This is an optimization exercise on Yosys and OpenROAD, whose aim is small area, not a production implementation.
In this exercise RTL edits were held to simulation tests only and were not proved equivalent to the original.
Power is estimated from default activity; no workload was simulated.

$ cat flow/polopt.py
#!/usr/bin/env python3
"""Polarity optimisation of a Yosys-written sky130hd gate netlist.

Full adders are self-dual: FA(~a,~b,~c) = (~sum, ~cout).  Yosys' extract_fa picks each
adder's polarity on its own, which leaves inverters between adders.  This pass chooses, for
every fa_1, whether it works on true or complemented signals; re-types 2-input AND/OR-type
gates (and2 nand2 or2 nor2 and2b nor2b nand2b or2b), xor/xnor gates and half adders so that
they take their inputs at whatever polarity is at hand and give the output polarity that is
wanted; and drops the inverters this makes needless.  Registers and all other cells are kept.

usage: polopt.py in.v out.v
"""
import re
import sys
import math
import random
from collections import defaultdict

OUTPINS = {"X", "Y", "Q", "Q_N", "SUM", "COUT", "HI", "LO"}
INV = 3.7536
A_AND = 6.256
A_NAND = 3.7536
A_XOR = 8.7584
A_HA = 12.5120

cell_re = re.compile(r"^\s*(sky130_fd_sc_hd__\w+)\s+(\S+)\s*\((.*?)\);", re.S | re.M)
pin_re = re.compile(r"\.(\w+)\(\s*((?:\\\S+)|[^()\s]+(?:\s*\[[^\]]*\])?)\s*\)")

# 2-input and-type gates: (pin1, pin2, out, inv1, inv2, invout): out = (p1^i1 & p2^i2) ^ io
ANDTYPE = {
    "and2_1": ("A", "B", "X", 0, 0, 0),
    "nand2_1": ("A", "B", "Y", 0, 0, 1),
    "or2_1": ("A", "B", "X", 1, 1, 1),
    "nor2_1": ("A", "B", "Y", 1, 1, 0),
    "and2b_1": ("A_N", "B", "X", 1, 0, 0),
    "nor2b_1": ("A", "B_N", "Y", 1, 0, 0),
    "nand2b_1": ("A_N", "B", "Y", 1, 0, 1),
    "or2b_1": ("B_N", "A", "X", 1, 0, 1),
}


def and_cell(i1, i2, io):
    """cheapest cell for out = (x1^i1 & x2^i2) ^ io: (type, cost, pins for x1, x2, out)"""
    if (i1, i2) == (0, 0):
        return ("nand2_1", A_NAND, "A", "B", "Y") if io else ("and2_1", A_AND, "A", "B", "X")
    if (i1, i2) == (1, 1):
        return ("or2_1", A_AND, "A", "B", "X") if io else ("nor2_1", A_NAND, "A", "B", "Y")
    if (i1, i2) == (1, 0):
        return ("nand2b_1", A_AND, "A_N", "B", "Y") if io else ("nor2b_1", A_AND, "A", "B_N", "Y")
    return ("nand2b_1", A_AND, "B", "A_N", "Y") if io else ("nor2b_1", A_AND, "B_N", "A", "Y")


def main(inp, outp):
    text = open(inp).read()
    first = text.index("sky130_fd_sc_hd__")
    first = text.rfind("\n", 0, first) + 1
    endm = text.rindex("endmodule")
    header, body, footer = text[:first], text[first:endm], text[endm:]
    cells = []
    pos = 0
    rest = []
    for m in cell_re.finditer(body):
        gap = body[pos:m.start()]
        if gap.strip():
            rest.append(gap)
        pos = m.end()
        typ = m.group(1)[len("sky130_fd_sc_hd__"):]
        pins = [(p, n.strip()) for p, n in pin_re.findall(m.group(3))]
        cells.append([typ, m.group(2), pins])
    if body[pos:].strip():
        rest.append(body[pos:])
    for r in rest:
        if not re.fullmatch(r"(\s*assign\s[^;]*;)*\s*", r):
            raise SystemExit("polopt: cannot parse: " + r.strip()[:200])

    ports = set()
    for m in re.finditer(r"^\s*(input|output)\s+(\[[^\]]*\])?\s*(\S+);", header, re.M):
        name = m.group(3)
        if m.group(2):
            hi, lo = [int(x) for x in m.group(2)[1:-1].split(":")]
            for b in range(min(hi, lo), max(hi, lo) + 1):
                ports.add(f"{name}[{b}]")
        else:
            ports.add(name)

    # nets named in assign statements keep their polarity, like ports
    widths = {}
    for m in re.finditer(r"^\s*(?:wire|input|output|reg)\s+(?:\[(\d+):(\d+)\]\s*)?(\\\S+|[\w$]+)\s*;", header, re.M):
        if m.group(1) is not None:
            widths[m.group(3)] = (int(m.group(1)), int(m.group(2)))

    def expand(term):
        term = term.strip()
        m = re.match(r"^(\\\S+|[\w$]+)\s*\[(\d+):(\d+)\]$", term)
        if m:
            a, b = int(m.group(2)), int(m.group(3))
            return [f"{m.group(1)}[{i}]" for i in range(min(a, b), max(a, b) + 1)]
        m = re.match(r"^(\\\S+|[\w$]+)\s*\[(\d+)\]$", term)
        if m:
            return [f"{m.group(1)}[{m.group(2)}]"]
        if term in widths:
            a, b = widths[term]
            return [f"{term}[{i}]" for i in range(min(a, b), max(a, b) + 1)]
        return [term]

    for r in rest:
        for m in re.finditer(r"assign\s+(.*?)\s*=\s*(.*?);", r, re.S):
            for side in (m.group(1), m.group(2)):
                side = side.strip()
                if side.startswith("{"):
                    side = side[1:-1]
                for term in re.split(r",(?![^\[]*\])", side):
                    for n in expand(term):
                        ports.add(n)

    driver = {}
    for ci, (typ, name, pins) in enumerate(cells):
        for p, n in pins:
            if p in OUTPINS:
                driver[n] = (ci, p)

    inv = set()
    for ci, (typ, name, pins) in enumerate(cells):
        if typ in ("inv_1", "inv_2", "clkinv_1") and dict(pins)["Y"] not in ports:
            inv.add(ci)

    def root(n):
        par = 0
        while n in driver and driver[n][0] in inv:
            n = dict(cells[driver[n][0]][2])["A"]
            par ^= 1
        return n, par

    # kinds: FA (var = flip), AND (var = out flip), XOR (var = out flip), HA (vars on sum/cout)
    kind = {}
    for ci, (typ, name, pins) in enumerate(cells):
        if ci in inv:
            continue
        if typ == "fa_1":
            kind[ci] = "fa"
        elif typ in ANDTYPE:
            kind[ci] = "and"
        elif typ in ("xor2_1", "xnor2_1"):
            kind[ci] = "xor"
        elif typ == "ha_1":
            kind[ci] = "ha"
    # a cell that drives a port keeps its output polarity (the port net keeps its name)
    fixedout = set()
    for n in ports:
        if n in driver and driver[n][0] in kind:
            fixedout.add(driver[n][0])

    # output-net variable: provided polarity of each root net relative to its original signal
    prov = defaultdict(int)
    # per-cell data
    ins = {}      # ci -> list of (pin, root, par)
    for ci, (typ, name, pins) in enumerate(cells):
        if ci in inv:
            continue
        ins[ci] = [(p,) + root(n) for p, n in pins if p not in OUTPINS]
    outs = {ci: [(p, n) for p, n in cells[ci][2] if p in OUTPINS] for ci in ins}

    # consumers of each root: (ci, pin, par); ci None for a port
    cons = defaultdict(list)
    for ci in ins:
        for p, r, par in ins[ci]:
            cons[r].append((ci, p, par))
    for n in ports:
        if n in driver:
            r, par = root(n)
            if r != n or True:
                cons[r].append((None, None, par))

    fa_flip = {ci: 0 for ci, k in kind.items() if k == "fa"}

    def need(ci, par):
        if ci is None:
            return par
        k = kind.get(ci)
        if k == "fa":
            return par ^ fa_flip[ci]
        if k in ("and", "xor", "ha"):
            return None
        return par

    def root_cost(r):
        pv = prov[r]
        for ci, p, par in cons[r]:
            q = need(ci, par)
            if q is not None and q != pv:
                return INV
        return 0.0

    def in_inv(ci, p, r, par):
        # inversion a cell input must apply, relative to the cell's original input net
        return par ^ prov[r]

    def cell_cost(ci):
        k = kind.get(ci)
        typ = cells[ci][0]
        if k == "and":
            p1, p2, po, i1, i2, io = ANDTYPE[typ]
            d = {p: (r, par) for p, r, par in ins[ci]}
            (r1, a1), (r2, a2) = d[p1], d[p2]
            out_n = dict(outs[ci])[po]
            return and_cell(i1 ^ a1 ^ prov[r1], i2 ^ a2 ^ prov[r2], io ^ prov[out_n])[1]
        if k == "ha":
            d = {p: (r, par) for p, r, par in ins[ci]}
            o = dict(outs[ci])
            a = d["A"][1] ^ prov[d["A"][0]]
            b = d["B"][1] ^ prov[d["B"][0]]
            if a == 0 and b == 0 and prov[o["COUT"]] == 0 and prov[o["SUM"]] == 0:
                return A_HA
            return A_XOR + and_cell(a, b, prov[o["COUT"]])[1]
        return 0.0

    # variables: list of (name, cells whose output polarity flips together)
    var_out = {}   # var id -> list of output root nets
    var_kind = {}
    for ci, k in kind.items():
        if ci in fixedout:
            continue
        if k == "fa":
            var_out[("fa", ci)] = [n for p, n in outs[ci]]
            var_kind[("fa", ci)] = ci
        elif k in ("and", "xor"):
            var_out[("o", ci)] = [n for p, n in outs[ci]]
        elif k == "ha":
            for p, n in outs[ci]:
                var_out[("o", ci, p)] = [n]

    def affected(v):
        rs = set(var_out[v])
        cs = set()
        if v[0] == "fa":
            ci = v[1]
            rs |= {r for p, r, par in ins[ci]}
        for r in var_out[v]:
            for ci, p, par in cons[r]:
                if ci is not None and kind.get(ci) in ("and", "ha"):
                    cs.add(ci)
        return rs, cs

    aff = {v: affected(v) for v in var_out}

    def local(v):
        rs, cs = aff[v]
        c = sum(root_cost(r) for r in rs) + sum(cell_cost(ci) for ci in cs)
        if v[0] == "o":
            c += cell_cost(v[1])
        return c

    def flip(v):
        for n in var_out[v]:
            prov[n] ^= 1
        if v[0] == "fa":
            fa_flip[v[1]] ^= 1

    def total():
        return sum(root_cost(r) for r in list(cons.keys())) + sum(cell_cost(ci) for ci in kind)

    start = total()
    vars_ = list(var_out.keys())
    rnd = random.Random(1)
    # neighbours for compound moves: vars whose outputs feed an FA
    feeders = defaultdict(list)
    for v in vars_:
        if v[0] == "fa":
            for p, r, par in ins[v[1]]:
                for w in (("o", driver[r][0]) if r in driver else None,
                          ("fa", driver[r][0]) if r in driver else None,
                          ("o", driver[r][0], driver[r][1]) if r in driver else None):
                    if w in var_out:
                        feeders[v].append(w)
    T = 2.0
    cur = start
    for it in range(60):
        rnd.shuffle(vars_)
        changed = 0
        for v in vars_:
            grp = [v]
            before = local(v)
            flip(v)
            after = local(v)
            d = after - before
            # compound: also re-choose the feeders of a flipped FA
            if v[0] == "fa":
                for w in feeders[v]:
                    b2 = local(w)
                    flip(w)
                    a2 = local(w)
                    if a2 < b2 - 1e-9:
                        d += a2 - b2
                        grp.append(w)
                    else:
                        flip(w)
            if d < -1e-9 or (T > 0.05 and rnd.random() < math.exp(-d / T) and d > 0):
                cur += d
                changed += 1
            else:
                for w in reversed(grp):
                    flip(w)
        T *= 0.85
        if T < 0.05 and changed == 0:
            break
    # final greedy polish
    for _ in range(10):
        ch = 0
        for v in vars_:
            b = local(v)
            flip(v)
            if local(v) < b - 1e-9:
                ch += 1
            else:
                flip(v)
        if not ch:
            break
    end = total()
    print(f"polopt: polarity-dependent area {start:.1f} -> {end:.1f}", file=sys.stderr)

    # rebuild
    newwires = []
    invnet = {}
    out_cells = []

    def comp(r):
        if r not in invnet:
            nm = f"_polinv{len(invnet)}_"
            invnet[r] = nm
            newwires.append(nm)
            out_cells.append(("inv_1", f"_polinvc{len(invnet)}_", [("A", r), ("Y", nm)]))
        return invnet[r]

    def pick(r, want):
        return r if prov[r] == want else comp(r)

    for ci, (typ, name, pins) in enumerate(cells):
        if ci in inv:
            continue
        k = kind.get(ci)
        o = dict(outs[ci])
        d = {p: (r, par) for p, r, par in ins[ci]}
        if k == "and":
            p1, p2, po, i1, i2, io = ANDTYPE[typ]
            (r1, a1), (r2, a2) = d[p1], d[p2]
            t, c, q1, q2, qo = and_cell(i1 ^ a1 ^ prov[r1], i2 ^ a2 ^ prov[r2], io ^ prov[o[po]])
            out_cells.append((t, name, [(q1, r1), (q2, r2), (qo, o[po])]))
            continue
        if k == "xor":
            (ra, aa), (rb, ab) = d["A"], d["B"]
            po = "X" if "X" in o else "Y"
            x = (1 if typ.startswith("xnor") else 0) ^ aa ^ prov[ra] ^ ab ^ prov[rb] ^ prov[o[po]]
            out_cells.append(("xnor2_1", name, [("A", ra), ("B", rb), ("Y", o[po])]) if x else
                             ("xor2_1", name, [("A", ra), ("B", rb), ("X", o[po])]))
            continue
        if k == "ha":
            (ra, aa), (rb, ab) = d["A"], d["B"]
            a = aa ^ prov[ra]
            b = ab ^ prov[rb]
            if a == 0 and b == 0 and prov[o["COUT"]] == 0 and prov[o["SUM"]] == 0:
                out_cells.append(("ha_1", name, [("A", ra), ("B", rb), ("COUT", o["COUT"]), ("SUM", o["SUM"])]))
            else:
                x = a ^ b ^ prov[o["SUM"]]
                out_cells.append(("xnor2_1", name + "_s", [("A", ra), ("B", rb), ("Y", o["SUM"])]) if x else
                                 ("xor2_1", name + "_s", [("A", ra), ("B", rb), ("X", o["SUM"])]))
                t, c, q1, q2, qo = and_cell(a, b, prov[o["COUT"]])
                out_cells.append((t, name + "_c", [(q1, ra), (q2, rb), (qo, o["COUT"])]))
            continue
        newpins = []
        for p, n in pins:
            if p in OUTPINS:
                newpins.append((p, n))
            else:
                r, par = root(n)
                newpins.append((p, pick(r, need(ci, par))))
        out_cells.append((typ, name, newpins))
    # ports driven through absorbed inverters keep their polarity via root consumers: a port
    # net that was the output of an absorbed inverter must still be driven
    for n in ports:
        if n in driver and driver[n][0] in inv:
            raise SystemExit("polopt: port driven by absorbed inverter")

    lines = [header.rstrip("\n") + "\n"]
    for w in newwires:
        lines.append(f"  wire {w};\n")
    for typ, name, pins in out_cells:
        conn = ",\n".join(f"    .{p}({n}{' ' if n.startswith(chr(92)) else ''})" for p, n in pins)
        lines.append(f"  sky130_fd_sc_hd__{typ} {name} (\n{conn}\n  );\n")
    for r in rest:
        lines.append(r)
    lines.append(footer)
    open(outp, "w").write("".join(lines))
    cnt = defaultdict(int)
    for typ, _, _ in out_cells:
        cnt[typ] += 1
    print("polopt: " + " ".join(f"{k} {v}" for k, v in sorted(cnt.items()) if v > 50), file=sys.stderr)


if __name__ == "__main__":
    main(sys.argv[1], sys.argv[2])
$ cat standard.sh
#!/bin/bash
# synth_recipe.tcl (not shown) runs the flow's synth.tcl, then flattens the netlist and writes it again
# the make line also repeats each setting of config.mk as NAME=value (left out here)
make -C /OpenROAD-flow-scripts/flow DESIGN_CONFIG=/design/flow/config.mk WORK_HOME=/design/flow/orfs CLKGATE_MAP_FILE= SYNTH_SCRIPT=/design/flow/synth_recipe.tcl "${@:-finish}"
$ cat flow/amap.abc
strash
dch
amap
$ cat flow/run.sh
#!/bin/bash
set -euo pipefail
W=$(pwd)
R=$W/orfs/results/${FLOW_PLATFORM}/Systolic_Array_with_Controller/base
LIB=$FLOW_HOME/platforms/${FLOW_PLATFORM}/lib/sky130_fd_sc_hd__tt_025C_1v80.lib
YOSYS=$FLOW_HOME/../tools/install/yosys/bin/yosys
export BUFFER_PORTS_ARGS="-buffer_cell sky130_fd_sc_hd__buf_1"
export CTS_ARGS="-sink_clustering_enable -repair_clock_nets -dont_use_dummy_load -buf_list sky130_fd_sc_hd__clkbuf_8 -sink_clustering_size 12 -sink_clustering_max_diameter 60"
bash standard.sh synth > "$W/log_synth.txt" 2>&1
cp "$R/1_2_yosys.v" "$W/net_standard.v"
python3 "$W/flow/polopt.py" "$W/net_standard.v" "$W/net_polopt.v" > "$W/log_polopt.txt" 2>&1
sed -e "s#LIB#$LIB#g" -e "s#IN#$W/net_polopt.v#" -e "s#OUT#$W/net_remap.v#" \
    -e "s#TOP#$FLOW_TOP#g" -e "s#ABCSCRIPT#$W/flow/amap.abc#" "$W/flow/remap.ys" > "$W/remap_run.ys"
"$YOSYS" -s "$W/remap_run.ys" > "$W/log_remap.txt" 2>&1
cp "$W/net_remap.v" "$R/1_2_yosys.v"
touch "$R/1_2_yosys.v"
bash standard.sh finish > "$W/log_layout.txt" 2>&1
$ cat constraint.sdc
create_clock -name core_clock -period 10.0 [get_ports {clk}]
set_input_delay 2.0000 -clock core_clock [delete_from_list [all_inputs] [get_ports {clk}]]
set_output_delay 2.0000 -clock core_clock [all_outputs]
set_load 0.01 [all_outputs]
$ cat config.mk
export PLATFORM = sky130hd
export DESIGN_NAME = Systolic_Array_with_Controller
export DESIGN_NICKNAME = Systolic_Array_with_Controller
export VERILOG_FILES = /design/flow/design.v
export SDC_FILE = /design/flow/constraint.sdc
export NUM_CORES = 4
export LEC_CHECK = 0
export CAP_MARGIN = 20
export CORE_MARGIN = 2
export CORE_UTILIZATION = 60
export SLEW_MARGIN = 20
export SYNTH_HIERARCHICAL = 1
export SYNTH_MINIMUM_KEEP_SIZE = 0
$ cat design.v
module Systolic_Array_with_Controller(init,clk,A0,A1,A2,A3,A4,B0,B1,B2,B3,B4,
  A0_out,A1_out,A2_out,A3_out,A4_out,B0_out,B1_out,B2_out,B3_out,B4_out);
parameter N=16;
input [N-1:0] A0,A1,A2,A3,A4,B0,B1,B2,B3,B4;
output [N-1:0] A0_out,A1_out,A2_out,A3_out,A4_out,B0_out,B1_out,B2_out,B3_out,B4_out;
input init,clk;
reg [4:0] k;
always @(posedge clk) begin
  if (k == 5'd31) k <= init ? 5'd0 : 5'd31;
  else if (k >= 5'd21) k <= 5'd31;
  else k <= k + 5'd1;
end
wire [4:0] v;
assign v[0] = (k >= 5'd1) & (k <= 5'd14);
assign v[1] = (k >= 5'd2) & (k <= 5'd14);
assign v[2] = (k >= 5'd3) & (k <= 5'd14);
assign v[3] = (k >= 5'd4) & (k <= 5'd14);
assign v[4] = (k >= 5'd5) & (k <= 5'd14);
wire sh   = (k >= 5'd15) & (k <= 5'd17);    
wire ra_s = (k == 5'd14);                    
wire ra_3 = (k >= 5'd15) & (k <= 5'd18);    
wire rb   = ((k >= 5'd4) & (k <= 5'd13)) | ((k >= 5'd19) & (k <= 5'd21));
wire oa   = (k >= 5'd4) & (k <= 5'd13);     
wire oh   = (k >= 5'd14) & (k <= 5'd21);    
wire [5*N-1:0] Ain = {A4,A3,A2,A1,A0};
wire [5*N-1:0] Bin = {B4,B3,B2,B1,B0};
reg  [20*N-1:0] as;     
reg  [20*N-1:0] bs;     
reg  [5*N-1:0]  ao;
reg  [5*N-1:0]  bo;
reg  [25*N-1:0] accn;   
wire [25*N-1:0] acc = ~accn;
wire [25*N-1:0] sum;
genvar i, j;
generate
  for (i = 0; i < 5; i = i + 1) begin : row
    always @(posedge clk) begin
      as[(i*4+0)*N +: N] <= Ain[i*N +: N];
      as[(i*4+1)*N +: N] <= as[(i*4+0)*N +: N];
      as[(i*4+2)*N +: N] <= as[(i*4+1)*N +: N];
      as[(i*4+3)*N +: N] <= as[(i*4+2)*N +: N];
      ao[i*N +: N] <= ({N{oa}} & as[(i*4+3)*N +: N]) | ({N{oh}} & ao[i*N +: N]);
    end
  end
  for (j = 0; j < 5; j = j + 1) begin : col
    always @(posedge clk) begin
      bs[(0*5+j)*N +: N] <= Bin[j*N +: N];
      bs[(1*5+j)*N +: N] <= bs[(0*5+j)*N +: N];
      bs[(2*5+j)*N +: N] <= bs[(1*5+j)*N +: N];
      bs[(3*5+j)*N +: N] <= bs[(2*5+j)*N +: N];
      bo[j*N +: N] <= ({N{ra_s}} & sum[(4*5+j)*N +: N]) | ({N{ra_3}} & acc[(3*5+j)*N +: N])
                    | ({N{rb}} & bs[(3*5+j)*N +: N]);
    end
  end
  for (i = 0; i < 5; i = i + 1) begin : pr
    for (j = 0; j < 5; j = j + 1) begin : pc
      wire [N-1:0] a_op;
      wire [N-1:0] b_op;
      if (j < 4) begin : ai
        assign a_op = as[(i*4+j)*N +: N];
      end else begin : ao4
        assign a_op = ao[i*N +: N];
      end
      if (i < 4) begin : bi
        assign b_op = bs[(i*5+j)*N +: N];
      end else begin : bo4
        assign b_op = bo[j*N +: N];
      end
      wire en = v[(i > j) ? i : j];
      mac16 m (.a(a_op), .b(b_op), .c(acc[(i*5+j)*N +: N]), .y(sum[(i*5+j)*N +: N]));
      if (i >= 1 && i <= 3) begin : mid
        always @(posedge clk)
          accn[(i*5+j)*N +: N] <= ~(({N{en}} & sum[(i*5+j)*N +: N]) | ({N{sh}} & acc[((i-1)*5+j)*N +: N]));
      end else begin : rim
        always @(posedge clk)
          accn[(i*5+j)*N +: N] <= ~({N{en}} & sum[(i*5+j)*N +: N]);
      end
    end
  end
endgenerate
assign {A4_out,A3_out,A2_out,A1_out,A0_out} = ao;
assign {B4_out,B3_out,B2_out,B1_out,B0_out} = bo;
endmodule
module mac_fa(input x, input y, input z, output s, output co);
  assign s = x ^ y ^ z;
  assign co = (x & y) | (x & z) | (y & z);
endmodule
module mac_ha(input x, input y, output s, output co);
  assign s = x ^ y;
  assign co = x & y;
endmodule
module mac_bsel(input a1, input a0, input one, input two, input neg, output p);
  assign p = ((a1 & one) | (a0 & two)) ^ neg;
endmodule
module mac16(input [15:0] a, input [15:0] b, input [15:0] c, output [15:0] y);
  wire n1 = b[0] ^ 1'b0;
  wire n2 = (b[1] & ~b[0] & ~1'b0) | (~b[1] & b[0] & 1'b0);
  wire n3;
  mac_bsel u1 (a[0], 1'b0, n1, n2, b[1], n3);
  wire n4;
  mac_bsel u2 (a[1], a[0], n1, n2, b[1], n4);
  wire n5;
  mac_bsel u3 (a[2], a[1], n1, n2, b[1], n5);
  wire n6;
  mac_bsel u4 (a[3], a[2], n1, n2, b[1], n6);
  wire n7;
  mac_bsel u5 (a[4], a[3], n1, n2, b[1], n7);
  wire n8;
  mac_bsel u6 (a[5], a[4], n1, n2, b[1], n8);
  wire n9;
  mac_bsel u7 (a[6], a[5], n1, n2, b[1], n9);
  wire n10;
  mac_bsel u8 (a[7], a[6], n1, n2, b[1], n10);
  wire n11;
  mac_bsel u9 (a[8], a[7], n1, n2, b[1], n11);
  wire n12;
  mac_bsel u10 (a[9], a[8], n1, n2, b[1], n12);
  wire n13;
  mac_bsel u11 (a[10], a[9], n1, n2, b[1], n13);
  wire n14;
  mac_bsel u12 (a[11], a[10], n1, n2, b[1], n14);
  wire n15;
  mac_bsel u13 (a[12], a[11], n1, n2, b[1], n15);
  wire n16;
  mac_bsel u14 (a[13], a[12], n1, n2, b[1], n16);
  wire n17;
  mac_bsel u15 (a[14], a[13], n1, n2, b[1], n17);
  wire n18;
  mac_bsel u16 (a[15], a[14], n1, n2, b[1], n18);
  wire n19 = b[2] ^ b[1];
  wire n20 = (b[3] & ~b[2] & ~b[1]) | (~b[3] & b[2] & b[1]);
  wire n21;
  mac_bsel u17 (a[0], 1'b0, n19, n20, b[3], n21);
  wire n22;
  mac_bsel u18 (a[1], a[0], n19, n20, b[3], n22);
  wire n23;
  mac_bsel u19 (a[2], a[1], n19, n20, b[3], n23);
  wire n24;
  mac_bsel u20 (a[3], a[2], n19, n20, b[3], n24);
  wire n25;
  mac_bsel u21 (a[4], a[3], n19, n20, b[3], n25);
  wire n26;
  mac_bsel u22 (a[5], a[4], n19, n20, b[3], n26);
  wire n27;
  mac_bsel u23 (a[6], a[5], n19, n20, b[3], n27);
  wire n28;
  mac_bsel u24 (a[7], a[6], n19, n20, b[3], n28);
  wire n29;
  mac_bsel u25 (a[8], a[7], n19, n20, b[3], n29);
  wire n30;
  mac_bsel u26 (a[9], a[8], n19, n20, b[3], n30);
  wire n31;
  mac_bsel u27 (a[10], a[9], n19, n20, b[3], n31);
  wire n32;
  mac_bsel u28 (a[11], a[10], n19, n20, b[3], n32);
  wire n33;
  mac_bsel u29 (a[12], a[11], n19, n20, b[3], n33);
  wire n34;
  mac_bsel u30 (a[13], a[12], n19, n20, b[3], n34);
  wire n35 = b[4] ^ b[3];
  wire n36 = (b[5] & ~b[4] & ~b[3]) | (~b[5] & b[4] & b[3]);
  wire n37;
  mac_bsel u31 (a[0], 1'b0, n35, n36, b[5], n37);
  wire n38;
  mac_bsel u32 (a[1], a[0], n35, n36, b[5], n38);
  wire n39;
  mac_bsel u33 (a[2], a[1], n35, n36, b[5], n39);
  wire n40;
  mac_bsel u34 (a[3], a[2], n35, n36, b[5], n40);
  wire n41;
  mac_bsel u35 (a[4], a[3], n35, n36, b[5], n41);
  wire n42;
  mac_bsel u36 (a[5], a[4], n35, n36, b[5], n42);
  wire n43;
  mac_bsel u37 (a[6], a[5], n35, n36, b[5], n43);
  wire n44;
  mac_bsel u38 (a[7], a[6], n35, n36, b[5], n44);
  wire n45;
  mac_bsel u39 (a[8], a[7], n35, n36, b[5], n45);
  wire n46;
  mac_bsel u40 (a[9], a[8], n35, n36, b[5], n46);
  wire n47;
  mac_bsel u41 (a[10], a[9], n35, n36, b[5], n47);
  wire n48;
  mac_bsel u42 (a[11], a[10], n35, n36, b[5], n48);
  wire n49 = b[6] ^ b[5];
  wire n50 = (b[7] & ~b[6] & ~b[5]) | (~b[7] & b[6] & b[5]);
  wire n51;
  mac_bsel u43 (a[0], 1'b0, n49, n50, b[7], n51);
  wire n52;
  mac_bsel u44 (a[1], a[0], n49, n50, b[7], n52);
  wire n53;
  mac_bsel u45 (a[2], a[1], n49, n50, b[7], n53);
  wire n54;
  mac_bsel u46 (a[3], a[2], n49, n50, b[7], n54);
  wire n55;
  mac_bsel u47 (a[4], a[3], n49, n50, b[7], n55);
  wire n56;
  mac_bsel u48 (a[5], a[4], n49, n50, b[7], n56);
  wire n57;
  mac_bsel u49 (a[6], a[5], n49, n50, b[7], n57);
  wire n58;
  mac_bsel u50 (a[7], a[6], n49, n50, b[7], n58);
  wire n59;
  mac_bsel u51 (a[8], a[7], n49, n50, b[7], n59);
  wire n60;
  mac_bsel u52 (a[9], a[8], n49, n50, b[7], n60);
  wire n61 = b[8] ^ b[7];
  wire n62 = (b[9] & ~b[8] & ~b[7]) | (~b[9] & b[8] & b[7]);
  wire n63;
  mac_bsel u53 (a[0], 1'b0, n61, n62, b[9], n63);
  wire n64;
  mac_bsel u54 (a[1], a[0], n61, n62, b[9], n64);
  wire n65;
  mac_bsel u55 (a[2], a[1], n61, n62, b[9], n65);
  wire n66;
  mac_bsel u56 (a[3], a[2], n61, n62, b[9], n66);
  wire n67;
  mac_bsel u57 (a[4], a[3], n61, n62, b[9], n67);
  wire n68;
  mac_bsel u58 (a[5], a[4], n61, n62, b[9], n68);
  wire n69;
  mac_bsel u59 (a[6], a[5], n61, n62, b[9], n69);
  wire n70;
  mac_bsel u60 (a[7], a[6], n61, n62, b[9], n70);
  wire n71 = b[10] ^ b[9];
  wire n72 = (b[11] & ~b[10] & ~b[9]) | (~b[11] & b[10] & b[9]);
  wire n73;
  mac_bsel u61 (a[0], 1'b0, n71, n72, b[11], n73);
  wire n74;
  mac_bsel u62 (a[1], a[0], n71, n72, b[11], n74);
  wire n75;
  mac_bsel u63 (a[2], a[1], n71, n72, b[11], n75);
  wire n76;
  mac_bsel u64 (a[3], a[2], n71, n72, b[11], n76);
  wire n77;
  mac_bsel u65 (a[4], a[3], n71, n72, b[11], n77);
  wire n78;
  mac_bsel u66 (a[5], a[4], n71, n72, b[11], n78);
  wire n79 = b[12] ^ b[11];
  wire n80 = (b[13] & ~b[12] & ~b[11]) | (~b[13] & b[12] & b[11]);
  wire n81;
  mac_bsel u67 (a[0], 1'b0, n79, n80, b[13], n81);
  wire n82;
  mac_bsel u68 (a[1], a[0], n79, n80, b[13], n82);
  wire n83;
  mac_bsel u69 (a[2], a[1], n79, n80, b[13], n83);
  wire n84;
  mac_bsel u70 (a[3], a[2], n79, n80, b[13], n84);
  wire n85 = b[14] ^ b[13];
  wire n86 = (b[15] & ~b[14] & ~b[13]) | (~b[15] & b[14] & b[13]);
  wire n87;
  mac_bsel u71 (a[0], 1'b0, n85, n86, b[15], n87);
  wire n88;
  mac_bsel u72 (a[1], a[0], n85, n86, b[15], n88);
  wire n89, n90;
  mac_ha u73 (n17, n33, n89, n90);
  wire n91 = n18 ^ n34;
  wire n92, n93;
  mac_ha u74 (n11, n27, n92, n93);
  wire n94, n95;
  mac_ha u75 (n12, n28, n94, n95);
  wire n96, n97;
  mac_fa u76 (n13, n29, n43, n96, n97);
  wire n98, n99;
  mac_ha u77 (n55, n65, n98, n99);
  wire n100, n101;
  mac_fa u78 (n14, n30, n44, n100, n101);
  wire n102, n103;
  mac_ha u79 (n56, n66, n102, n103);
  wire n104, n105;
  mac_fa u80 (n15, n31, n45, n104, n105);
  wire n106, n107;
  mac_fa u81 (n57, n67, n75, n106, n107);
  wire n108, n109;
  mac_ha u82 (n81, b[13], n108, n109);
  wire n110, n111;
  mac_fa u83 (n16, n32, n46, n110, n111);
  wire n112, n113;
  mac_fa u84 (n58, n68, n76, n112, n113);
  wire n114, n115;
  mac_ha u85 (n82, c[13], n114, n115);
  wire n116, n117;
  mac_fa u86 (n47, n59, n69, n116, n117);
  wire n118, n119;
  mac_fa u87 (n77, n83, n87, n118, n119);
  wire n120, n121;
  mac_fa u88 (b[15], c[14], n89, n120, n121);
  wire n122 = n48 ^ n60 ^ n70;
  wire n123 = n78 ^ n84 ^ n88;
  wire n124 = c[15] ^ n91 ^ n90;
  wire n125, n126;
  mac_ha u89 (n7, n23, n125, n126);
  wire n127, n128;
  mac_ha u90 (n8, n24, n127, n128);
  wire n129, n130;
  mac_fa u91 (n9, n25, n39, n129, n130);
  wire n131, n132;
  mac_ha u92 (n51, b[7], n131, n132);
  wire n133, n134;
  mac_fa u93 (n10, n26, n40, n133, n134);
  wire n135, n136;
  mac_ha u94 (n52, c[7], n135, n136);
  wire n137, n138;
  mac_fa u95 (n41, n53, n63, n137, n138);
  wire n139, n140;
  mac_fa u96 (b[9], c[8], n92, n139, n140);
  wire n141, n142;
  mac_fa u97 (n42, n54, n64, n141, n142);
  wire n143, n144;
  mac_fa u98 (c[9], n94, n93, n143, n144);
  wire n145, n146;
  mac_fa u99 (n73, b[11], c[10], n145, n146);
  wire n147, n148;
  mac_fa u100 (n96, n98, n95, n147, n148);
  wire n149, n150;
  mac_fa u101 (n74, c[11], n100, n149, n150);
  wire n151, n152;
  mac_fa u102 (n102, n97, n99, n151, n152);
  wire n153, n154;
  mac_fa u103 (c[12], n104, n106, n153, n154);
  wire n155, n156;
  mac_fa u104 (n108, n101, n103, n155, n156);
  wire n157, n158;
  mac_fa u105 (n110, n112, n114, n157, n158);
  wire n159, n160;
  mac_fa u106 (n105, n107, n109, n159, n160);
  wire n161, n162;
  mac_fa u107 (n116, n118, n120, n161, n162);
  wire n163, n164;
  mac_fa u108 (n111, n113, n115, n163, n164);
  wire n165 = n122 ^ n123 ^ n124;
  wire n166 = n117 ^ n119 ^ n121;
  wire n167, n168;
  mac_ha u109 (n5, n21, n167, n168);
  wire n169, n170;
  mac_ha u110 (n6, n22, n169, n170);
  wire n171, n172;
  mac_fa u111 (n37, b[5], c[4], n171, n172);
  wire n173, n174;
  mac_fa u112 (n38, c[5], n127, n173, n174);
  wire n175, n176;
  mac_fa u113 (c[6], n129, n131, n175, n176);
  wire n177, n178;
  mac_fa u114 (n133, n135, n130, n177, n178);
  wire n179, n180;
  mac_fa u115 (n137, n139, n134, n179, n180);
  wire n181, n182;
  mac_fa u116 (n141, n143, n138, n181, n182);
  wire n183, n184;
  mac_fa u117 (n145, n147, n142, n183, n184);
  wire n185, n186;
  mac_fa u118 (n149, n151, n146, n185, n186);
  wire n187, n188;
  mac_fa u119 (n153, n155, n150, n187, n188);
  wire n189, n190;
  mac_fa u120 (n157, n159, n154, n189, n190);
  wire n191, n192;
  mac_fa u121 (n161, n163, n158, n191, n192);
  wire n193 = n165 ^ n166 ^ n162;
  wire n194, n195;
  mac_ha u122 (n3, b[1], n194, n195);
  wire n196, n197;
  mac_ha u123 (n4, c[1], n196, n197);
  wire n198, n199;
  mac_fa u124 (b[3], c[2], n167, n198, n199);
  wire n200, n201;
  mac_fa u125 (c[3], n169, n168, n200, n201);
  wire n202, n203;
  mac_fa u126 (n125, n171, n170, n202, n203);
  wire n204, n205;
  mac_fa u127 (n126, n173, n172, n204, n205);
  wire n206, n207;
  mac_fa u128 (n128, n175, n174, n206, n207);
  wire n208, n209;
  mac_fa u129 (n132, n177, n176, n208, n209);
  wire n210, n211;
  mac_fa u130 (n136, n179, n178, n210, n211);
  wire n212, n213;
  mac_fa u131 (n140, n181, n180, n212, n213);
  wire n214, n215;
  mac_fa u132 (n144, n183, n182, n214, n215);
  wire n216, n217;
  mac_fa u133 (n148, n185, n184, n216, n217);
  wire n218, n219;
  mac_fa u134 (n152, n187, n186, n218, n219);
  wire n220, n221;
  mac_fa u135 (n156, n189, n188, n220, n221);
  wire n222, n223;
  mac_fa u136 (n160, n191, n190, n222, n223);
  wire n224 = n164 ^ n193 ^ n192;
  wire n225, n226;
  mac_ha u137 (c[0], n194, n225, n226);
  wire n227, n228;
  mac_fa u138 (n196, n195, n226, n227, n228);
  wire n229, n230;
  mac_fa u139 (n198, n197, n228, n229, n230);
  wire n231, n232;
  mac_fa u140 (n200, n199, n230, n231, n232);
  wire n233, n234;
  mac_fa u141 (n202, n201, n232, n233, n234);
  wire n235, n236;
  mac_fa u142 (n204, n203, n234, n235, n236);
  wire n237, n238;
  mac_fa u143 (n206, n205, n236, n237, n238);
  wire n239, n240;
  mac_fa u144 (n208, n207, n238, n239, n240);
  wire n241, n242;
  mac_fa u145 (n210, n209, n240, n241, n242);
  wire n243, n244;
  mac_fa u146 (n212, n211, n242, n243, n244);
  wire n245, n246;
  mac_fa u147 (n214, n213, n244, n245, n246);
  wire n247, n248;
  mac_fa u148 (n216, n215, n246, n247, n248);
  wire n249, n250;
  mac_fa u149 (n218, n217, n248, n249, n250);
  wire n251, n252;
  mac_fa u150 (n220, n219, n250, n251, n252);
  wire n253, n254;
  mac_fa u151 (n222, n221, n252, n253, n254);
  wire n255 = n224 ^ n223 ^ n254;
  assign y = {n255, n253, n251, n249, n247, n245, n243, n241, n239, n237, n235, n233, n231, n229, n227, n225};
endmodule
$ cat flow/remap.ys
# Re-map the logic around the full adders, half adders and flip-flops (kept as they are)
# after polopt.py has fixed the adders' polarities, so inverters fold into other gates.
read_liberty -ignore_miss_func LIB
read_verilog -sv IN
hierarchy -top TOP
setattr -mod -set keep_hierarchy 1 sky130_fd_sc_hd__fa_1 sky130_fd_sc_hd__ha_1 sky130_fd_sc_hd__dfxtp_1
flatten
rename -hide w:*.*
opt_clean -purge
abc -liberty LIB -dont_use *lpflow* -dont_use *probe* -dont_use *clk* -script ABCSCRIPT
opt_clean -purge
splitnets
opt_clean -purge
insbuf -buf sky130_fd_sc_hd__buf_1 A X
opt_clean -purge
select -module TOP
write_verilog -noattr -noexpr -selected OUT
==> results of run 1 <==
==> layout by cell type, fill, tap and decap left out, types with 17 or more instances in the layout <==
| master | count |
|---|---|
| nor2b_1 | 25 |
| a22oi_1 | 237 |
| buf_1 | 321 |
| xnor2_1 | 17 |
| nor2_1 | 2090 |
| a21oi_1 | 1612 |
| inv_1 | 922 |
| o21ai_0 | 894 |
| o221ai_1 | 120 |
| a31oi_1 | 339 |
| nor3_1 | 94 |
| and2_0 | 83 |
| o32ai_1 | 24 |
| buf_4 | 251 |
| o32a_1 | 26 |
| o22ai_1 | 1398 |
| a221oi_1 | 19 |
| nand2_1 | 604 |
| xor2_1 | 116 |
| dfxtp_1 | 1205 |
| o31ai_1 | 86 |
| clkbuf_8 | 146 |
| fa_1 | 1575 |
| ha_1 | 172 |
==> stage by stage <==
| step | total power (uW) | setup slack [ns] | hold slack (ns) | area [um^2] |
|---|---|---|---|---|
| finish | 39600 | 0.668 | 0.332 | 110000 |
| global route | 44000 | 0.0534 | 0.332 | 110000 |
| CTS | 39900 | 0.644 | 0.327 | 110000 |
| detailed placement | 36600 | 0.643 | 0.336 | 108000 |
| global placement | 35700 | 0.781 | 0.333 | 108000 |
| floorplan | 28300 | 0.481 | 0.331 | 102000 |
==> sequential cells by signal, indices dropped and copies added (netlist names) <==
signal,flops
accn,400
ao,80
as,320
bo,80
bs,320
k,5
==> layer usage <==
layer  track usage  share of wire  vias up
met5             0       0.000047        -
met4         0.184          0.058        2
met3        0.0494          0.078      796
met2         0.594           0.47     4397
met1         0.482           0.39    44003
li1              -              -    43730
==> worst max-delay path, delay by kind of cell (launching register included) <==
kind            cells  cell delay [ns]
fa+ha+maj          15             6.46
compound gates      9             1.11
simple gates        9             0.80
flops               1             0.56
buf+inv             1             0.22
==> how the worst min path moves through the flow <==
stage / start / endpoint / slack, ns / cells after the start
3_3_place_gp: as[225] / as[241] / 0.33 / 0
4_1_cts: as[82] / as[98] / 0.33 / 0
6_report: as[82] / as[98] / 0.33 / 0
5_1_grt: as[65] / as[81] / 0.33 / 0
2_1_floorplan: as[84] / as[100] / 0.33 / 0
3_5_place_dp: as[193] / as[209] / 0.34 / 0
==> power by group <==
group          total, uW  internal, uW  leakage, uW  switching [uW]
sequential          6340          5540       0.0100             799
clock               3020          1290      0.00105            1730
combinational      30200         13000       0.0340           17200
total              39600         19900       0.0451           19700
==> layout make-up <==
cell class / count / area, um^2 / share of cell area
Antenna cell: 8 / 20.0 / 0.000182
Sequential cell: 1205 / 24100 / 0.220
Clock buffer: 146 / 2010 / 0.0183
Inverter: 924 / 3470 / 0.0317
Tap cell: 2218 / 2780 / 0.0253
Timing Repair Buffer: 572 / 3090 / 0.0282
Multi-Input combinational cell: 9599 / 74200 / 0.677
==> out/metrics.yaml, run 1 <==
die_w_um: 416
syn_nets: 13637
fmax_mhz: 107
grtUsageTotal: 0.365
crit_path_end_kind: "register"
avgRoutedWirePerCell_um: 21.6
core_um2: 169000
crit_required_ns: 10.76
crit_start: "bs[49]"
power_density_nw_per_um2: 361
post_cts_buffers: 0
p_leak_uw: 0.0451
reg2regPathDepth: 34
critPathMaxStageDelay_ns: 0.56
place_congestion: 0.971
hold_class: "reg2reg"
yosysWarnings: 7
maxSlewHeadroom: 0.276
cts_inserted_buffers: 146
finalSetupTns_ns: 0
cts_hold_buf: 0
worst-path-max-fanout: 14
post-route-period-util: 0.933
final_net_count: 14357
via_per_inst: 6.33
drive_gt1_frac: 0.0329
pin_count: 322
clkTransAtPathRegs_ns: 0.08
setup_violations: 0
placed_cells: 14518
r2r_end: "accn[63]"
period_needed_ns: 9.33
drtIter0Drc: 10016
ir_drop_uv: 1120
grt_max_degree: 81
die-area_um2: 173000
setup.worst_path.end: "accn[63]"
tightestPinTransition_ns: 1.08
maxCapViolCount: 0
grt_pass1_wl_um: 498000
final_core_util: 0.650
fillers: 14528
drc: 0
ant_nets: 0
synthToLayoutAreaGrowth_pct: 7.88
slowest_stage: "dfxtp_1"
antenna_found_initial: 3
globalRouteOverflowTotal: 0
cp.arrival_ns: 10.09
slew_violations: 0
cpMostUsedCell: "fa_1"
r2r_start: "bs[49]"
clk_latency_ns: 0.94
port_buffers: 321
first_pass_iters: 8
htree_levels: 4
syn_area_um2: 102000
dp_hpwl_um: 251000
syn_inst: 11728
finClkSkew_ns: 0.0897
outcome: "complete, no violations"
layoutNonFillerInstCount: 14672
crit_path_start_kind: "register"
dr_total_vias: 92928
syn_avg_cell_area_um2: 8.67
regToRegSetupSlack_ns: 0.67
cts_root_buf: "clkbuf_8"
wl_um: 317000
cts_tree: "done"
cts_resized: 0
start_util: 0.602
crit_type: "reg2reg"
grt_pass1_vias: 88006
rows: 151
hold_violations: 0
die_h_um: 416
clkSinkCount: 1205
rsz0062_at_grt: "false"
cts_buffer_depth: 3
==> run 2, diff against run 1 <==
--- a/flow/run.sh
+++ b/flow/run.sh
@@ -5,7 +5,7 @@
 LIB=$FLOW_HOME/platforms/${FLOW_PLATFORM}/lib/sky130_fd_sc_hd__tt_025C_1v80.lib
 YOSYS=$FLOW_HOME/../tools/install/yosys/bin/yosys
 export BUFFER_PORTS_ARGS="-buffer_cell sky130_fd_sc_hd__buf_1"
-export CTS_ARGS="-sink_clustering_enable -repair_clock_nets -dont_use_dummy_load -buf_list sky130_fd_sc_hd__clkbuf_8 -sink_clustering_size 12 -sink_clustering_max_diameter 60"
+export CTS_ARGS="-sink_clustering_enable -repair_clock_nets -dont_use_dummy_load -buf_list sky130_fd_sc_hd__clkbuf_16 -sink_clustering_size 30 -sink_clustering_max_diameter 120"
 bash standard.sh synth > "$W/log_synth.txt" 2>&1
 cp "$R/1_2_yosys.v" "$W/net_standard.v"
 python3 "$W/flow/polopt.py" "$W/net_standard.v" "$W/net_polopt.v" > "$W/log_polopt.txt" 2>&1
--- a/config.mk
+++ b/config.mk
@@ -5,9 +5,9 @@
 export SDC_FILE = /design/flow/constraint.sdc
 export NUM_CORES = 4
 export LEC_CHECK = 0
-export CAP_MARGIN = 20
+export CAP_MARGIN = 0
 export CORE_MARGIN = 2
 export CORE_UTILIZATION = 60
-export SLEW_MARGIN = 20
+export SLEW_MARGIN = 0
 export SYNTH_HIERARCHICAL = 1
 export SYNTH_MINIMUM_KEEP_SIZE = 0
==> out/metrics.yaml, run 2 <==
outcome: "complete, no violations"  # unchanged
cts_resized: 0  # unchanged
grt_max_degree: 81  # unchanged
tightestPinTransition_ns: 1.19  # was 1.08 ns
die_w_um: 416  # unchanged
top_register: "accn"  # unchanged
syn_nets: 13637  # unchanged
cts_hold_buf: 0  # unchanged
pwr-share-comb: 0.774  # was 0.764
slew_violations: 0  # unchanged
syn_area_um2: 102000  # unchanged
pin_count: 322  # unchanged
seq_area_um2: 24100  # unchanged
critPathMaxStageDelay_ns: 0.47  # was 0.56 ns
fmax_mhz: 107  # about the same
final_cell_mix: "nor2_1 (2090), a21oi_1 (1612), fa_1 (1575), o22ai_1 (1398), dfxtp_1 (1205)"  # unchanged
rsz0062_at_grt: "false"  # unchanged
clk_latency_ns: 0.76  # was 0.94 ns
drtIter0Drc: 10185  # was 10016
grtUsageTotal: 0.363  # was 0.365
die_h_um: 416  # unchanged
place_congestion: 0.971  # unchanged
cp.arrival_ns: 9.95  # was 10.09 ns
min_path_cells: 0  # unchanged
clkSinkCount: 1205  # unchanged
hold_class: "reg2reg"  # unchanged
wl_um: 316000  # was 317000 um
placed_cell_area_um2: 108000  # unchanged
crit_path_end_kind: "register"  # unchanged
core_um2: 169000  # unchanged
setup_violations: 0  # unchanged
hold_path_end: "as[81]"  # was as[98]
drc: 0  # unchanged
top_regs: "accn x400, as x320, bs x320"  # unchanged
rows: 151  # unchanged
start_util: 0.602  # unchanged
final_net_count: 14262  # was 14357
syn_avg_cell_area_um2: 8.67  # unchanged
avgRoutedWirePerCell_um: 21.7  # was 21.6 um
cts_root_buf: "clkbuf_16"  # was clkbuf_8
crit_type: "reg2reg"  # unchanged
yosysWarnings: 7  # unchanged
reg2regPathDepth: 33  # was 34
power_density_nw_per_um2: 358  # was 361 nW/um^2
crit_required_ns: 10.56  # was 10.76 ns
largest_register_ffs: 400  # unchanged
drive_gt1_frac: 0.0253  # was 0.0329
finClkSkew_ns: 0.0508  # was 0.0897 ns
port_buffers: 321  # unchanged
placed_cells: 14518  # unchanged
power.total_uw: 39000  # was 39600 uW
maxCapViolCount: 0  # unchanged
wl_met2_um: 150000  # about the same
syn_inst: 11728  # unchanged
grt_pass1_wl_um: 497000  # was 498000 um
multiInputGateArea_um2: 74200  # about the same
post-route-period-util: 0.939  # was 0.933
clockPowerShare: 0.064  # was 0.076
period_needed_ns: 9.39  # was 9.33 ns
first_pass_iters: 7  # was 8
antenna_found_initial: 4  # was 3
dr_total_vias: 92537  # was 92928
layoutNonFillerInstCount: 14570  # was 14672
dp_hpwl_um: 251000  # unchanged
slowest_stage: "fa_1"  # was dfxtp_1
clkTransAtPathRegs_ns: 0.11  # was 0.08 ns
r2r_start: "bs[208]"  # was bs[49]
p_int_uw: 19500  # was 19900 uW
switchingPower_uw: 19600  # was 19700 uW
final_common_cell: "nor2_1"  # unchanged
m1WireLength_um: 125000  # was 124000 um
cts_tree: "done"  # unchanged
crit_path_start_kind: "register"  # unchanged
top_layer_used: "met5"  # unchanged
finalSetupTns_ns: 0  # unchanged
cts_inserted_buffers: 51  # was 146
worst-path-max-fanout: 27  # was 14
regToRegSetupSlack_ns: 0.61  # was 0.67 ns
globalRouteOverflowTotal: 0  # unchanged
wl_met3_um: 23200  # was 24700 um
fillers: 14569  # was 14528
switching_share: 0.501  # was 0.498
maxSlewHeadroom: 0.196  # was 0.276
hold_violations: 0  # unchanged
synthToLayoutAreaGrowth_pct: 7.13  # was 7.88%
fin_hold_ws_ns: 0.355  # was 0.332 ns
cts_buffer_depth: 3  # unchanged
fin_area_um2: 109000  # was 110000 um^2
die-area_um2: 173000  # unchanged
ir_drop_uv: 1160  # was 1120 uV
htree_levels: 2  # was 4
worstHoldStart: "as[65]"  # was as[82]
via_per_inst: 6.35  # was 6.33
post_cts_buffers: 0  # unchanged
seq_power_share: 0.162  # was 0.160
cpMostUsedCell: "fa_1"  # unchanged
ant_nets: 0  # unchanged
p_leak_uw: 0.0447  # was 0.0451 uW
r2r_end: "accn[223]"  # was accn[63]
grt_pass1_vias: 87032  # was 88006
## run 2: final cells by class
cell class / count / area share
diodes: 1 / 0.0000230
multi-input cells: 9599 / 0.681
flip-flops and latches: 1205 / 0.221
clock buffers: 51 / 0.0117
inverters: 924 / 0.0319
repair buffers: 572 / 0.0283
well taps: 2218 / 0.0255
## run 2: layer usage
layer / GRT usage / vias up
met5: 0 / -
met4: 0.167 / 2
met3: 0.0409 / 744
met2: 0.598 / 4315
met1: 0.484 / 43966
li1: - / 43510
## run 2: worst max-delay path by stage
stage / startpoint / end / cells after the start
5_1_grt: bs[208] / accn[223] / 33
2_1_floorplan: bs[129] / accn[143] / 33
3_5_place_dp: bo[32] / bo[47] / 30
6_report: bs[208] / accn[223] / 33
4_1_cts: bs[208] / accn[223] / 33
3_3_place_gp: bs[193] / accn[207] / 31
## run 2: metrics by stage
stage | utilization | setup slack (ns)
floorplan | - | 0.481
global placement | 0.638 | 0.781
detailed placement | 0.638 | 0.643
CTS | 0.645 | 0.600
global route | 0.645 | 0.0571
finish | 0.645 | 0.612
## run 2: power by group through the flow
stage | logic, uW | clock network, uW | registers [uW]
detailed placement | 30200 | 0 | 6430
finish | 30200 | 2490 | 6340
global placement | 29300 | 0 | 6420
floorplan | 21900 | 0 | 6360
CTS | 30500 | 2550 | 6320
global route | 34400 | 2700 | 6410
## run 2: worst max-delay path, delay by kind of cell, from the launching register on
family          cells  cell delay [ns]
compound gates     10             1.50
buf+inv             2             0.52
flops               1             0.32
fa+ha+maj          15             6.38
xor+xnor            1             0.16
simple gates        5             0.33
==> run 3, diff against run 2 <==
==> flow/run.sh (replaced) <==
#!/bin/bash
set -euo pipefail
W=$(pwd)
R=$W/orfs/results/${FLOW_PLATFORM}/Systolic_Array_with_Controller/base
LIB=$FLOW_HOME/platforms/${FLOW_PLATFORM}/lib/sky130_fd_sc_hd__tt_025C_1v80.lib
YOSYS=$FLOW_HOME/../tools/install/yosys/bin/yosys
export BUFFER_PORTS_ARGS="-buffer_cell sky130_fd_sc_hd__buf_1"
export CTS_ARGS="-sink_clustering_enable -repair_clock_nets -dont_use_dummy_load -buf_list sky130_fd_sc_hd__clkbuf_8 -sink_clustering_size 12 -sink_clustering_max_diameter 60"
bash standard.sh synth > "$W/log_synth.txt" 2>&1
cp "$R/1_2_yosys.v" "$W/net_standard.v"
if python3 "$W/flow/polopt.py" "$W/net_standard.v" "$W/net_polopt.v" > "$W/log_polopt.txt" 2>&1 &&
   sed -e "s#LIB#$LIB#g" -e "s#IN#$W/net_polopt.v#" -e "s#OUT#$W/net_remap.v#" \
       -e "s#TOP#$FLOW_TOP#g" -e "s#ABCSCRIPT#$W/flow/amap.abc#" "$W/flow/remap.ys" > "$W/remap_run.ys" &&
   "$YOSYS" -s "$W/remap_run.ys" > "$W/log_remap.txt" 2>&1 &&
   python3 "$W/flow/check.py" "$W/net_standard.v" "$W/net_remap.v" "$LIB" > "$W/log_check.txt" 2>&1; then
  cp "$W/net_remap.v" "$R/1_2_yosys.v"
  touch "$R/1_2_yosys.v"
fi
bash standard.sh finish > "$W/log_layout.txt" 2>&1
==> flow/amap.abc (replaced) <==
strash
dch
amap
strash
dch
amap
==> flow/check.py (new file) <==
#!/usr/bin/env python3
"""check.py standard.v candidate.v lib: exit 1 unless the candidate netlist uses only
library cells (none lpflow/probe) and holds exactly the standard netlist's flip-flops
(same instance names and cell types)."""
import re
import sys

inst = re.compile(r"^[ \t]*([A-Za-z_$\\][\w$]*)[ \t]+(\\\S+|[\w$]+)[ \t]*\(", re.M)


def cells(path):
    text = open(path).read()
    body = text[text.index(");") + 2:]
    out = []
    for m in inst.finditer(body):
        t, n = m.group(1), m.group(2)
        if t in ("wire", "input", "output", "assign", "module", "endmodule", "reg"):
            continue
        out.append((t, n))
    return out


std, cand, lib = sys.argv[1:4]
libcells = set(re.findall(r"cell\s*\(\s*\"?(\w+)\"?\s*\)", open(lib).read()))
c = cells(cand)
if re.search(r"^\s*\\\$|#\(", open(cand).read(), re.M):
    sys.exit("check: internal or parameterized cells left")
bad = [t for t, n in c if t not in libcells or "lpflow" in t or "probe" in t]
if bad:
    sys.exit(f"check: unexpected cells {sorted(set(bad))[:10]}")
ff = lambda cs: sorted((n, t) for t, n in cs if "df" in t or "dl" in t)
if ff(cells(std)) != ff(c):
    sys.exit("check: flip-flops differ from the standard synthesis")
print(f"check: ok, {len(c)} cells, {len(ff(c))} flip-flops")
==> flow/remap.ys (replaced) <==
# Re-map the logic around the full adders and flip-flops (kept as they are)
# after polopt.py has fixed the adders' polarities, so inverters fold into other gates.
read_liberty -ignore_miss_func LIB
read_verilog -sv IN
hierarchy -top TOP
setattr -mod -set keep_hierarchy 1 sky130_fd_sc_hd__fa_1 sky130_fd_sc_hd__dfxtp_1
flatten
rename -hide w:*.*
opt_clean -purge
abc -liberty LIB -dont_use *lpflow* -dont_use *probe* -dont_use *clk* -script ABCSCRIPT
opt_clean -purge
splitnets
opt_clean -purge
insbuf -buf sky130_fd_sc_hd__buf_1 A X
opt_clean -purge
select -module TOP
write_verilog -noattr -noexpr -selected OUT
--- a/config.mk
+++ b/config.mk
@@ -5,9 +5,9 @@
 export SDC_FILE = /design/flow/constraint.sdc
 export NUM_CORES = 4
 export LEC_CHECK = 0
-export CAP_MARGIN = 0
+export CAP_MARGIN = 20
 export CORE_MARGIN = 2
 export CORE_UTILIZATION = 60
-export SLEW_MARGIN = 0
+export SLEW_MARGIN = 20
 export SYNTH_HIERARCHICAL = 1
 export SYNTH_MINIMUM_KEEP_SIZE = 0
==> out/metrics.yaml, run 3 <==
final_cell_mix: "nor2_1 (2142), fa_1 (1575), o22ai_1 (1378), o21ai_0 (1348), a21oi_1 (1308)"  # was nor2_1 (2090), a21oi_1 (1612), fa_1 (1575), o22ai_1 (1398), dfxtp_1 (1205)
synthToLayoutAreaGrowth_pct: 8.08  # was 7.13%
placed_cell_area_um2: 106000  # was 108000 um^2
crit_type: "reg2reg"  # unchanged
syn_area_um2: 100000  # was 102000 um^2
slowest_stage: "fa_1"  # unchanged
drive_gt1_frac: 0.0340  # was 0.0253
die_w_um: 413  # was 416 um
worst-path-buf-inv: 1  # was 2
grt_pass1_wl_um: 535000  # was 497000 um
syn_avg_cell_area_um2: 8.39  # was 8.67 um^2
place_congestion: 1.02  # was 0.971
min_path_cells: 0  # unchanged
globalRouteOverflowTotal: 0  # unchanged
power_density_nw_per_um2: 347  # was 358 nW/um^2
grtUsageTotal: 0.409  # was 0.363
multiInputGateArea_um2: 73000  # was 74200 um^2
tightestPinTransition_ns: 1.11  # was 1.19 ns
drtIter0Drc: 11973  # was 10185
maxSlewHeadroom: 0.252  # was 0.196
cts_hold_buf: 0  # unchanged
htree_levels: 4  # was 2
cts_inserted_buffers: 146  # was 51
p_leak_uw: 0.0441  # was 0.0447 uW
worstHoldStart: "bs[88]"  # was as[65]
regToRegSetupSlack_ns: 0.49  # was 0.61 ns
largest_register_ffs: 400  # unchanged
rsz0062_at_grt: "false"  # unchanged
clk_latency_ns: 0.96  # was 0.76 ns
clkTransAtPathRegs_ns: 0.08  # was 0.11 ns
start_util: 0.603  # was 0.602
fmax_mhz: 105  # was 107 MHz
fillers: 14364  # was 14569
avgRoutedWirePerCell_um: 23.4  # was 21.7 um
core_um2: 167000  # was 169000 um^2
port_buffers: 321  # unchanged
cts_tree: "done"  # unchanged
r2r_start: "ao[34]"  # was bs[208]
cp.arrival_ns: 10.36  # was 9.95 ns
drc: 0  # unchanged
dp_hpwl_um: 278000  # was 251000 um
crit_required_ns: 10.85  # was 10.56 ns
final_net_count: 14448  # was 14262
pin_count: 322  # unchanged
top_register: "accn"  # unchanged
finalSetupTns_ns: 0  # unchanged
cpMostUsedCell: "fa_1"  # unchanged
fin_area_um2: 109000  # about the same
finClkSkew_ns: 0.0958  # was 0.0508 ns
crit_path_start_kind: "register"  # unchanged
crit_family: "adder cells"  # unchanged
ant_nets: 0  # unchanged
clkSinkCount: 1205  # unchanged
r2r_end: "accn[239]"  # was accn[223]
top_regs: "accn x400, as x320, bs x320"  # unchanged
via_per_inst: 6.40  # was 6.35
die-area_um2: 171000  # was 173000 um^2
die_h_um: 413  # was 416 um
grt_max_degree: 143  # was 81
antenna_found_initial: 12  # was 4
hold_class: "reg2reg"  # unchanged
hold_violations: 0  # unchanged
critPathMaxStageDelay_ns: 0.48  # was 0.47 ns
power.total_uw: 37700  # was 39000 uW
yosysWarnings: 7  # unchanged
wl_um: 349000  # was 316000 um
setup_violations: 0  # unchanged
dr_total_vias: 95508  # was 92537
final_common_cell: "nor2_1"  # unchanged
outcome: "complete, no violations"  # unchanged
seq_area_um2: 24100  # about the same
reg2regPathDepth: 32  # was 33
period_needed_ns: 9.51  # was 9.39 ns
first_pass_iters: 9  # was 7
post-route-period-util: 0.951  # was 0.939
crit_path_end_kind: "register"  # unchanged
rows: 150  # was 151
worst-path-max-fanout: 14  # was 27
cts_buffer_depth: 3  # unchanged
ir_drop_uv: 322  # was 1160 uV
grt_pass1_vias: 89928  # was 87032
syn_inst: 11979  # was 11728
slew_violations: 0  # unchanged
maxCapViolCount: 0  # unchanged
hold_path_end: "bs[168]"  # was as[81]
syn_nets: 13716  # was 13637
cts_root_buf: "clkbuf_8"  # was clkbuf_16
-- run 3: worst max path at each step --
stage / start / to / slack (ns) / cells after the start
after floorplan: bo[1] / bo[15] / 0.45 / 34
after CTS: as[82] / accn[111] / 0.30 / 35
after detailed placement: bo[16] / bo[31] / 0.23 / 31
after global routing: bs[227] / accn[239] / 0.003 / 33
after global placement: as[82] / accn[111] / 0.60 / 35
final: ao[34] / accn[239] / 0.49 / 32
-- run 3: per-stage QoR --
step	setup WS, ns	utilization	instances	hold slack (ns)
6_report	0.491	0.652	14925	0.348
4_1_cts	0.303	0.651	14906	0.347
3_3_place_gp	0.602	0.639	14759	0.337
2_1_floorplan	0.454	-	11979	0.331
5_1_grt	0.00315	0.651	14917	0.339
3_5_place_dp	0.232	0.639	14760	0.343
-- run 3: worst register-to-register path, delay by kind of cell, from the launching register on --
family                     cells  cell delay (ns)
adders and majority gates     14             6.22
and+or+nand+nor                8             0.78
AOI/OAI and AO/OA              7             1.31
xor gates and xnor gates       2             0.34
buffers and inverters          1             0.43
DFF                            1             0.33
-- run 3: timing repair --
item,CTS,global route
resized for setup,0,16
hold endpoints to repair,0,0
setup endpoints to repair,0,7
buffers inserted,0,6
-- run 3: cell type report --
class                   count  share of cell area
inverters                 917              0.0318
flip-flops and latches   1205               0.222
repair inverters            1           0.0000461
well taps                2204              0.0254
multi-input cells        9857               0.672
diodes                     12            0.000277
repair buffers            583              0.0293
clock buffers             146              0.0185
-- run 3: power breakdown --
part,internal (uW),total (uW),switching [uW]
registers,5580,6620,1040
clock network,1290,3060,1770
logic,11800,28000,16200
total,18700,37700,19000
-- run 3: per-layer routing --
metal	share of wire	GRT usage	wire length [um]	up-vias
met5	0.000029	0	10	-
met4	0.061	0.213	21200	2
met3	0.11	0.0968	38300	1030
met2	0.44	0.620	154000	5591
met1	0.39	0.546	135000	44973
li1	-	-	-	43912

-- what the ideal ports hide --
The flow's constraints put no driver on any port. The routed layouts listed below were extracted and timed again, unchanged, in two steps. Step 1, drivers: a clkbuf_16 drives clk and a buf_2 each remaining input, both assumed. Step 2 times the ports against the registers' clock, not the clock port: input delays grow and output delays shrink by t, the midpoint of the rising clock arrivals with the driver on. a / b / c = no drivers / after step 1 / after step 2; a / b = the first two.
run | t (ns) | setup WS [ns] | worst setup path at the end | slew at the worst register clock pin (ns)
run 1 | 0.979 | 0.668 / 0.668 / 0.668 | register to register | 0.09 / 0.09
run 2 | 0.826 | 0.612 / 0.612 / 0.612 | register to register | 0.12 / 0.12
run 3 | 1.013 | 0.491 / 0.491 / 0.491 | register to register | 0.09 / 0.09
After both steps every run listed still meets setup and hold.
